What follows belongs to an exercise in optimizing a design on an open flow for small area and a short achievable clock period; a production flow would make more cautious choices. Where RTL was checked, it was by simulation tests only, not by an equivalence proof against the original. No activity file was given, so power comes from the tool's default toggle rates.

## CORE
module CORE #(
    parameter DATA_WIDTH = 8
)
(
    input wire i_CLK,
    input wire i_RSTn,
    input wire [31:0] i_instr,
    input wire i_valid,
    input wire i_ready1,
    output reg o_ready,
    output wire [DATA_WIDTH-1:0] o_data1,
    output wire o_valid1
);
For scale: roughly 1200 cells after synthesis, about 46 I/O pins, roughly 13000 sq um of cells after synthesis.
Settings: LEC_CHECK=0, CAP_MARGIN=20, CORE_MARGIN=2, CORE_UTILIZATION=40, CTS_BUF_LIST=sky130_fd_sc_hd__clkbuf_16, CTS_CLUSTER_DIAMETER=100, CTS_CLUSTER_SIZE=24, SETUP_SLACK_MARGIN=3.8, SLEW_MARGIN=20, SYNTH_HIERARCHICAL=1, TNS_END_PERCENT=100; clock period 7.5 ns.
standard.sh (not shown) runs the stock make flow with config.mk's settings and CLKGATE_MAP_FILE= SYNTH_SCRIPT=/design/flow/synth_recipe.tcl, a recipe that flattens the netlist after the stock synthesis.
==> flow/flow/run.sh <==
#!/bin/bash
# The standard layout, except that the input and output port buffers are
# sky130_fd_sc_hd__buf_2 cells (buffer_ports otherwise picks a slow delay cell);
# timing repair resizes them like any other cell.
set -euo pipefail
export BUFFER_PORTS_ARGS="-buffer_cell sky130_fd_sc_hd__buf_2"
bash standard.sh > standard.log 2>&1
The baseline produced a clean layout.
==> next run, changes <==
--- a/flow/config.mk
+++ b/flow/config.mk
@@ -16,2 +16,2 @@
 export SYNTH_HIERARCHICAL = 1
-export TNS_END_PERCENT = 100
+export TNS_END_PERCENT = 5
=>
- power barely changes
- utilization barely changes
- global-route usage barely changes
- clock power stays flat
- sequential power is about the same

========
== oak ==
CORE, a different RTL version from the one above (not shown whole).
==> flow/config.mk <==
export PLATFORM = sky130hd
export DESIGN_NAME = CORE
export DESIGN_NICKNAME = CORE
export VERILOG_FILES = /design/flow/design.v
export SDC_FILE = /design/flow/constraint.sdc
export NUM_CORES = 4
export LEC_CHECK = 0
export CAP_MARGIN = 20
export CORE_MARGIN = 2
export CORE_UTILIZATION = 40
export CTS_BUF_LIST = sky130_fd_sc_hd__clkbuf_16
export CTS_CLUSTER_DIAMETER = 100
export CTS_CLUSTER_SIZE = 30
export SETUP_SLACK_MARGIN = 4.1
export SLEW_MARGIN = 20
export SYNTH_HIERARCHICAL = 1
==> flow/constraint.sdc <==
create_clock -name core_clock -period 7.5 [get_ports {i_CLK}]
set_input_delay 1.5000 -clock core_clock [delete_from_list [all_inputs] [get_ports {i_CLK}]]
set_output_delay 1.5000 -clock core_clock [all_outputs]
set_load 0.01 [all_outputs]
run.sh (not shown) runs the stock make flow with config.mk's settings and CLKGATE_MAP_FILE= SYNTH_SCRIPT=/design/flow/synth_recipe.tcl, a recipe that flattens the netlist after the stock synthesis.
Stock flow here: none of the scripts above is used.
--- input diff oak..pine ---
Settings: TNS_END_PERCENT now 20, previously not set; SETUP_SLACK_MARGIN now 3.8, was 4.1.
Findings:
pine against oak: total of plain and repair buffers excluding clock buffers shrank by 31, final worst-path setup slack shrank by 0.024 ns, total power shrank by about 2.8%. Comparing core occupancy in the finished layout for pine and oak, the smaller number came from pine. Cells: pine has fewer instances than oak. Number of placed instances, taps included delta (oak -> pine): insignificant. As of pine, post-cts resize count had fallen by a few percent compared to oak.
Input changes introduced in birch (baseline for comparison: pine):
Settings: CTS_CLUSTER_DIAMETER removed (was 100); CTS_CLUSTER_SIZE removed (was 30); TNS_END_PERCENT removed (was 20); CTS_BUF_LIST removed (was sky130_fd_sc_hd__clkbuf_16).
==> comparison <==
- birch finished all stages; the layout is clean.
- Per the comparison of birch with pine, number of buffers inserted to repair setup after CTS lower; fraction of power consumed by the clock network went up 8.5 points.
- [compare] base=pine new=birch: required time at the endpoint of the critical path moved up; final design area excluding fillers grew by 10%; count of clock-buffer cells in the layout went up by 19.
- The run showing the smaller clock skew is birch.
## Diff of input files: maple against birch
Settings: PLACE_DENSITY: unset -> 0.7; CTS_CLUSTER_SIZE: unset -> 24; CORE_UTILIZATION: 40 -> 55; CTS_CLUSTER_DIAMETER: unset -> 100; TNS_END_PERCENT: unset -> 5; CTS_BUF_LIST: unset -> sky130_fd_sc_hd__clkbuf_16.
Notes after the runs:
STATUS fmax: maple loses against birch
Relative to birch, number of well taps decreased by 29% in maple.
Going from birch to maple, average footprint of a synthesized cell closely matched the old numbers, highest cell delay on the worst timing path decreased by 0.10 ns relative to the old numbers, number of buffers and inverters on the critical path increased by 2 relative to the old numbers, post-route minimum period increased by 0.070 ns relative to the old numbers.
The final reports for maple and birch show routed wire length lower in the former.
No run of this note included a check of the RTL's function; only the layout flow was run.

========
CORE, a different RTL version from the one above (not shown whole).
For scale: about 1200 cells after synthesis, roughly 46 I/O pins.
clock: 7.5 ns
lec_check: 0
cap_margin: 20
core_margin: 2
core_utilization: 40
cts_buf_list: sky130_fd_sc_hd__clkbuf_16
cts_cluster_diameter: 100
cts_cluster_size: 24
place_density: 0.85
setup_slack_margin: 3.95
slew_margin: 20
synth_hierarchical: 1
tns_end_percent: 100
standard.sh (not shown) runs the stock make flow with config.mk's settings and CLKGATE_MAP_FILE= SYNTH_SCRIPT=/design/flow/synth_recipe.tcl, a recipe that flattens the netlist after the stock synthesis.
Scripts as last shown in full above: flow/flow/run.sh
==> next run, changes <==
PLACE_DENSITY = unset   (was 0.85)
SETUP_SLACK_MARGIN = 3.8   (was 3.95)
TNS_END_PERCENT = 5   (was 100)
=> Die area is unchanged. Global-route usage rose by 0.83 points. Clock-buffer cell count rose by 3. Register-to-register slack gets better by 0.12 ns. Wire length stays flat. Combinational power fell by about 7%. First-iteration DRC count fell by 6.3%. Power stays flat. Utilization fell by 1.0 points.
==> next run, changes <==
PLACE_DENSITY = 0.92   (was unset)
TNS_END_PERCENT = 100   (was 5)
Global-route usage is lower by 1.2 points.
Utilization is lower by 0.24 points.
Setup slack improved by 0.0078 ns.
==> next run, changes <==
PLACE_DENSITY = 0.85   (was 0.92)
Outcome: Power went down by 0.42%. Design area is about the same. Final cell count hardly moves. Flip-flop and latch count stays the same. Core utilization barely changes. Count of clock-buffer cells in the layout does not change. Routed wire length went up by 1.6%. Clock skew went up by 0.020 ns. Synthesized area is unchanged. Sequential share of layout area went up by 0.13 points. First-iteration DRC count went down by 4.4%.

afterwards: timing with drivers on the ports:
Ports are ideal in the flow. The routed layouts listed here were re-timed in OpenROAD.
Step 1, drivers: a clkbuf_16 drives i_CLK and a buf_2 each remaining input, both assumed.
Step 2 also shifts input and output timing later by t, the mid clock arrival at the registers, as if the neighbouring blocks saw the same clock.
a / b / c = no drivers / after step 1 / after step 2; a / b = the first two.
run | t (ns) | setup WS [ns] | worst data-port slew with drivers (ns)
the first run of note 1 | 0.559 | 3.779 / 3.772 / 3.212 | 0.07
the second run of note 1 | 0.559 | 3.845 / 3.851 / 3.292 | 0.07
oak | 0.540 | 3.579 / 3.496 / 2.955 | 0.13
pine | 0.535 | 3.555 / 3.537 / 3.002 | 0.12
birch | 0.616 | 3.613 / 3.546 / 2.930 | 0.13
maple | 0.545 | 3.543 / 3.551 / 3.006 | 0.06
the first run of note 3 | 0.540 | 3.889 / 3.841 / 3.461 | 0.03
the second run of note 3 | 0.558 | 3.785 / 3.789 / 3.243 | 0.04
the third run of note 3 | 0.538 | 3.793 / 3.751 / 3.277 | 0.03
the fourth run of note 3 | 0.540 | 3.861 / 3.843 / 3.346 | 0.03
After both steps setup and hold are still met in every run listed. For birch, which loses most, drivers alone change the setup slack by -0.067 ns; drivers and shift together by -0.683 ns.
